This design comes from an exercise in tuning for small area and few clock cycles per item on the open sky130 flow, not from production work. The RTL was checked by simulation tests, not by an equivalence proof against the original design.

==> flow/design.v (outline; a module is shown in full before it is edited, if it fits) <==
// module joinC: 15 lines
// module OEHB: 26 lines
// module mul_comb: 843 lines
// module mul_op: 22 lines
module mul_op #(parameter INPUTS = 2,
		parameter OUTPUTS = 1,
		parameter DATA_IN_SIZE = 32,
		parameter DATA_OUT_SIZE = 32)
		(
		input clk,
		input rst,
		input [INPUTS * (DATA_IN_SIZE)- 1 : 0]data_in_bus,
		input [INPUTS - 1 : 0]valid_in_bus,
		output [INPUTS - 1 : 0] ready_in_bus,
		output [OUTPUTS * (DATA_OUT_SIZE) - 1 : 0]data_out_bus,
		output [OUTPUTS - 1 : 0]valid_out_bus,
		input 	[OUTPUTS - 1 : 0] ready_out_bus
);
  // ...
==> flow/run.sh <==
#!/bin/bash
# synth_recipe.tcl (not shown) runs the flow's synth.tcl, then flattens the netlist and writes it again
# the make line also repeats each setting of config.mk as NAME=value (left out here)
make -C /OpenROAD-flow-scripts/flow DESIGN_CONFIG=/design/flow/config.mk WORK_HOME=/design/flow/orfs CLKGATE_MAP_FILE= SYNTH_SCRIPT=/design/flow/synth_recipe.tcl finish
==> flow/config.mk <==
export PLATFORM = sky130hd
export DESIGN_NAME = mul_op
export DESIGN_NICKNAME = mul_op
export VERILOG_FILES = /design/flow/design.v
export SDC_FILE = /design/flow/constraint.sdc
export NUM_CORES = 4
export LEC_CHECK = 0
export CAP_MARGIN = 20
export CORE_MARGIN = 2
export CORE_UTILIZATION = 40
export SLEW_MARGIN = 20
==> flow/constraint.sdc <==
create_clock -name core_clock -period 8.0 [get_ports {clk}]
set_input_delay 1.6000 -clock core_clock [delete_from_list [all_inputs] [get_ports {clk}]]
set_output_delay 1.6000 -clock core_clock [all_outputs]
set_load 0.01 [all_outputs]
==> parameters.txt, run 1 <==
Parameter                              Value

Outcome
  Status ... no timing/DRC/antenna violations

Global route
  Wire length of the first global-routing pass ... about 95 mm
  Remaining global-route overflow ... 0
  Antenna violations before repair ... 0
  Most utilized layer in the global route result ... met2

Setup path
  Launching point of the worst reg2reg path ... oehb_buffer.valid_out_bus$_DFFE_PP0N_
  Kind of critical path ... input port to flop
  Total stage count of the critical path ... 21
  Startpoint of the most critical setup path ... data_in_bus[35]
  Max stage delay cell, worst path ... sky130_fd_sc_hd__clkdlybuf4s50_1
  Kind of start point of the critical path ... input port

Placement
  Final GP Congestion ... slightly below 1
  Count of input and output buffers ... slightly above 100

Finish
  Fraction of area in clock buffers and inverters ... 0.008787
  Share of final layout cell area taken by non-clock buffers ... 0.1277
  Sequential portion of the cell area ... 0.05326
  Leading cell type in the layout, fill and taps excluded ... sky130_fd_sc_hd__nor2_1
  Growth of design area from synthesis to finish ... 13.14%
  Number of non-clock buffers ... roughly 270
  Inverters ... approximately 230

Detailed routing
  Post-detailed-route wirelength per cell ... 21.92 um
  Highest routed layer ... met4
  Drt initial violations ... 2,006
  Routed met3 length ... slightly below 5 mm

CTS
  Root buffer selected by CTS ... sky130_fd_sc_hd__clkbuf_16
  Post-CTS setup buffers ... 0

Min path
  Cell depth of the worst hold path ... 2

Timing
  Unrepaired setup endpoints after global routing ... no
  Number of pins exceeding their max-slew limit in the final report ... 0
  Transition at the pin with the smallest max-transition slack ... about 0.90 ns

Logic synthesis
  Proportion of register bits with asynchronous set or reset after synthesis ... 0.03030
  Library cell with the largest summed area after synthesis ... sky130_fd_sc_hd__fa_1
  Cell with the most instances after synthesis ... sky130_fd_sc_hd__nor2_1
  Sequential fraction of the synthesis area ... 0.06026
  Synthesized net count ... 2,546
  Cell area after synthesis ... ~16,000 um2

Floorplanning
  Die extent in y ... 206.3 um
Testbench counts, summed over its fixed seeds: cycles 12,008, items 12,000.
==> run 2, diff against run 1 <==
--- a/flow/config.mk
+++ b/flow/config.mk
@@ -5,6 +5,7 @@
 export SDC_FILE = /design/flow/constraint.sdc
 export NUM_CORES = 4
 export LEC_CHECK = 0
+export ABC_AREA = 1
 export CAP_MARGIN = 20
 export CORE_MARGIN = 2
 export CORE_UTILIZATION = 40
==> parameters.txt, run 2 <==
Parameter                              Value

Detailed routing
  Number of antenna-violating nets in the routed design ... 0 (unchanged)
  Post-route DRC violation count ... 0 (unchanged)
  Post-detailed-route wirelength per cell ... 18.26 um (was 21.92 um)
  Post-detailed-routing wire length ... 39.86 mm (was 60.73 mm)
  Via count ... 11,480 (was 16,820)
  Drt initial violations ... 827 (was 2,006)
  Vias per std cell ... 5.259 (was 6.069)
  Number of detailed-route iterations in the first pass ... 7 (was 6)

Logic synthesis
  Mean instance size in the synthesized netlist ... 7.919 um2 (was 7.318 um2)
  Flip-flop and latch count after synthesis ... 33 (unchanged)
  Cell area after synthesis ... 13,210 um2 (was 16,360 um2)
  Top post-synthesis cells by count ... 315 x sky130_fd_sc_hd__inv_1, 271 x sky130_fd_sc_hd__xor2_1, 238 x sky130_fd_sc_hd__o22ai_1, 211 x sky130_fd_sc_hd__nand2_1, 197 x sky130_fd_sc_hd__fa_1 (was 237 x sky130_fd_sc_hd__nor2_1, 221 x sky130_fd_sc_hd__inv_1, 215 x sky130_fd_sc_hd__clkbuf_1, 197 x sky130_fd_sc_hd__fa_1, 177 x sky130_fd_sc_hd__a21oi_1)
  Post-synth top flop ... sky130_fd_sc_hd__edfxtp_1 (unchanged)
  Post-synth cell types ... 48 (was 61)
  Post-Synth Adder-Cell Area ... 0.3402 (was 0.3016)
  Largest family of logic cells by synthesized area ... adder cells (was compound AO/OA/AOI/OAI gates)
  Library cell with the largest summed area after synthesis ... sky130_fd_sc_hd__fa_1 (unchanged)
  Proportion of netlist area held by the largest area contributor ... 0.2986 (was 0.2410)
  Post-synthesis mux area share ... 0 (was 0.007112)
  Sequential fraction of the synthesis area ... 0.07464 (was 0.06026)
  Number of warnings reported in the yosys synthesis log ... 1 (unchanged)
  Compound-Gate Fraction of Synth Area ... 0.1540 (was 0.3090)
  Number of enable flip-flop cells after synthesis ... 32 (unchanged)
  Synthesized net count ... 1,978 (was 2,546)
  Share of the synthesized netlist area taken by xor and xnor gates ... 0.1870 (was 0.06316)
  Simple-gate portion of the synthesized area ... 0.1068 (was 0.1410)
  Largest cells by area after synthesis ... sky130_fd_sc_hd__fa_1 30%, sky130_fd_sc_hd__xor2_1 18%, sky130_fd_sc_hd__o22ai_1 11% (was sky130_fd_sc_hd__fa_1 24%, sky130_fd_sc_hd__edfxtp_1 5.9%, sky130_fd_sc_hd__nor2_1 5.4%)
  Cells after Synth ... 1,668 (was 2,236)
  Proportion of register bits with asynchronous set or reset after synthesis ... 0.03030 (unchanged)
  Cell with the most instances after synthesis ... sky130_fd_sc_hd__inv_1 (was sky130_fd_sc_hd__nor2_1)

CTS
  TritonCTS buffer count ... 5 (unchanged)
  Post-CTS setup buffers ... 0 (unchanged)
  Root buffer selected by CTS ... sky130_fd_sc_hd__clkbuf_16 (unchanged)
  Clock tree from TritonCTS ... done (unchanged)
  Clk sinks ... 33 (unchanged)
  Clock tree buffer depth ... 2 (unchanged)
  Number of levels in the clock H-tree ... 2 (unchanged)
  CTS clk-pin slew, worst paths ... 0.06 ns (about the same)
  Hold-fix buffers at CTS ... 0 (unchanged)
  Number of gates resized after cts ... 0 (unchanged)
  Skew-Pair Late Insertion Delay ... 0.29 ns (about the same)

Global route
  Largest net degree at the start of global routing ... 33 (was 46)
  Remaining global-route overflow ... 0 (unchanged)
  Vias in the first global route ... 11,340 (was 15,560)
  Antenna violations before repair ... 0 (unchanged)
  Wire length of the first global-routing pass ... 62.57 mm (was 94.71 mm)
  Total GRT Usage ... 0.2349 (was 0.2873)

Job
  Max cap viols ... 0 (unchanged)

Finish
  Growth of design area from synthesis to finish ... 13.32% (was 13.14%)
  Layout Nets ... 2,050 (was 2,548)
  Top library cells by usage in the layout, fill and taps aside ... 315 x sky130_fd_sc_hd__inv_1, 271 x sky130_fd_sc_hd__xor2_1, 238 x sky130_fd_sc_hd__o22ai_1, 211 x sky130_fd_sc_hd__nand2_1, 197 x sky130_fd_sc_hd__fa_1 (was 233 x sky130_fd_sc_hd__nor2_1, 221 x sky130_fd_sc_hd__inv_1, 197 x sky130_fd_sc_hd__fa_1, 177 x sky130_fd_sc_hd__a21oi_1, 163 x sky130_fd_sc_hd__buf_4)
  Number of filler instances in the final layout ... 3,229 (was 4,112)
  ANT cells ... 0 (unchanged)
  Number of flip-flops under the largest register name ... 32 (unchanged)
  Leading cell type in the layout, fill and taps excluded ... sky130_fd_sc_hd__inv_1 (was sky130_fd_sc_hd__nor2_1)
  Share of cells above drive strength 1 ... 0.07524 (was 0.09290)

Floorplanning
  Number of placement rows ... 66 (was 74)
  Ports placed on the boundary ... 104 (unchanged)
  Total Die Area ... 34,490 um2 (was 42,540 um2)
  Die extent in y ... 185.7 um (was 206.3 um)
  Chip Width ... 185.7 um (was 206.3 um)
  Placeable core region ... 32,540 um2 (was 40,650 um2)
  Initial core utilization ... 0.4060 (was 0.4025)

Timing
  Number of pins exceeding their max-slew limit in the final report ... 0 (unchanged)
  Final worst-path cycle share ... 0.9264 (was 0.9531)
  Final count of hold timing violations ... 0 (unchanged)
  Unrepaired setup endpoints after global routing ... no (unchanged)
  Worst setup skew after layout ... 0.004847 ns (was 0.006595 ns)
  Relative max-transition margin ... 0.6152 (was 0.4015)
  Maximum operating frequency ... 134.9 MHz (was 131.1 MHz)
  Transition at the pin with the smallest max-transition slack ... 0.5766 ns (was 0.8977 ns)
  Final number of setup-violating endpoints ... 0 (unchanged)
  Final Critical Period ... 7.411 ns (was 7.625 ns)
  Setup tns final ... 0 ns (unchanged)

Placement
  Placed wire-length estimate ... 33.12 mm (was 47.70 mm)
  Count of input and output buffers ... 103 (unchanged)
  Final GP Congestion ... 0.9377 (was 0.9626)

Setup path
  Maximum fanout along the worst path ... 13 (was 5)
  Endpoint of the worst-slack reg-to-reg timing path ... oehb_buffer.data_reg[27]$_DFFE_PN_ (unchanged)
  R2R setup slack ... 6.71 ns (was 6.57 ns)
  Worst reg2reg path depth ... 4 (was 1)
  Kind of critical path ... input port to flop (unchanged)
  Launching point of the worst reg2reg path ... oehb_buffer.valid_out_bus$_DFFE_PP0N_ (unchanged)
  Kind of end point of the critical path ... flop (unchanged)
  Critical Path RT ... 8.05 ns (was 8.04 ns)
  Kind of start point of the critical path ... input port (unchanged)
  Arr. time, crit path ... 7.46 ns (was 7.66 ns)

Min path
  Beginning of the worst hold path ... oehb_buffer.valid_out_bus$_DFFE_PP0N_ (unchanged)
  Cell depth of the worst hold path ... 4 (was 2)
  Hold crit path type ... flop to flop (unchanged)
  End of the worst hold path ... oehb_buffer.valid_out_bus$_DFFE_PP0N_ (unchanged)

Outcome
  Status ... no timing/DRC/antenna violations (unchanged)
==> run 2: final cells by class <==
| cell class | instances | area [um2] | area share |
|---|---|---|---|
| Tap cell | 442 | 553.0 | 0.03695 |
| Clock inverter | 2 | 33.78 | 0.002257 |
| Multi-Input combinational cell | 1182 | 10410 | 0.6955 |
| Sequential cell | 33 | 985.9 | 0.06587 |
| Clock buffer | 6 | 128.9 | 0.008610 |
| Timing Repair Buffer | 169 | 1526 | 0.1020 |
| Inverter | 349 | 1330 | 0.08886 |
==> run 2: through the flow <==
step | area (um2) | setup slack [ns] | utilization | cells | hold slack [ns]
5_1_grt | 14970 | 0.1855 | 0.4600 | 2183 | 0.6999
6_report | 14970 | 0.5890 | 0.4600 | 2183 | 0.6550
4_1_cts | 14970 | 0.6374 | 0.4600 | 2183 | 0.6677
3_5_place_dp | 14810 | 0.3257 | 0.4550 | 2175 | 0.6578
2_1_floorplan | 13210 | 1.118 | - | 1668 | 1.197
3_3_place_gp | 14810 | 0.3793 | 0.4550 | 2175 | 0.6369
==> run 2: metal layers <==
metal	wire, um	track usage	up-vias
met3	2643	0.03365	52
met4	873	0.05732	0
li1	-	-	5450
met1	18340	0.3334	5558
met5	0	0	-
met2	18000	0.3770	420
==> run 2: cell families (layout without fill, tap and decap cells) <==
logic type                 after synthesis  count (layout)
DFF                                     33              33
xor gates and xnor gates               282             282
adders and majority gates              241             241
AOI/OAI and AO/OA                      327             327
buffers and inverters                  453             526
and+or+nand+nor                        332             332
==> run 2: critical path, cell delays in order <==
cell,delay (ns)
sky130_fd_sc_hd__clkdlybuf4s50_1,0.54
sky130_fd_sc_hd__or2_1,0.29
sky130_fd_sc_hd__nand2_1,0.39
sky130_fd_sc_hd__o22ai_1,0.16
sky130_fd_sc_hd__xor2_1,0.17
sky130_fd_sc_hd__fa_1,0.49
sky130_fd_sc_hd__inv_1,0.05
sky130_fd_sc_hd__fa_1,0.55
sky130_fd_sc_hd__fa_1,0.46
sky130_fd_sc_hd__fa_1,0.44
sky130_fd_sc_hd__fa_1,0.52
sky130_fd_sc_hd__inv_1,0.05
sky130_fd_sc_hd__fa_1,0.52
sky130_fd_sc_hd__ha_1,0.37
sky130_fd_sc_hd__inv_1,0.11
sky130_fd_sc_hd__o21bai_1,0.11
sky130_fd_sc_hd__a31oi_1,0.14
sky130_fd_sc_hd__o21ai_0,0.10
sky130_fd_sc_hd__a21oi_1,0.22
sky130_fd_sc_hd__inv_1,0.07
sky130_fd_sc_hd__nand2_1,0.07
sky130_fd_sc_hd__nand2_1,0.04
==> run 2: how the worst max path moves through the flow <==
stage                     cells past startpoint                            endpoint  slack (ns)            start
after floorplan                              27  oehb_buffer.data_reg[31]$_DFFE_PN_        1.12  data_in_bus[33]
after global placement                       24  oehb_buffer.data_reg[31]$_DFFE_PN_        0.38  data_in_bus[35]
after detailed placement                     22  oehb_buffer.data_reg[31]$_DFFE_PN_        0.33  data_in_bus[35]
after CTS                                    22  oehb_buffer.data_reg[31]$_DFFE_PN_        0.64  data_in_bus[35]
after global routing                         26  oehb_buffer.data_reg[31]$_DFFE_PN_        0.19  data_in_bus[35]
final                                        22  oehb_buffer.data_reg[31]$_DFFE_PN_        0.59  data_in_bus[35]

static timing again, ports no longer ideal:
How much do the figures lean on ideal ports? The routed layouts below were timed once more, with nothing changed but the port constraints.
Step 1: set_driving_cell puts a clkbuf_16 on clk and a buf_2 on each other input, an assumption about the parent block.
Step 2, shift: input delay + t, output delay - t, t = (earliest + latest rising clock arrival at the registers) / 2. This alone moves slack from input paths to output paths.
Three values: ideal ports, drivers, drivers and shift; two values: the first two.
run | shift t [ns] | setup slack, ns | hold WS [ns] | slew at the worst register clock pin (ns) | worst data-port slew with drivers (ns)
run 1 | 0.341 | 0.375 / 0.399 / 0.059 | 1.090 / 1.090 / 1.090 | 0.06 / 0.06 | 0.04
run 2 | 0.339 | 0.589 / 0.618 / 0.280 | 0.655 / 0.655 / 0.655 | 0.06 / 0.06 | 0.06
After both steps setup and hold are still met in every run listed. The setup slack of run 1, which loses most, moves by +0.024 ns with the drivers and by -0.316 ns with both steps.
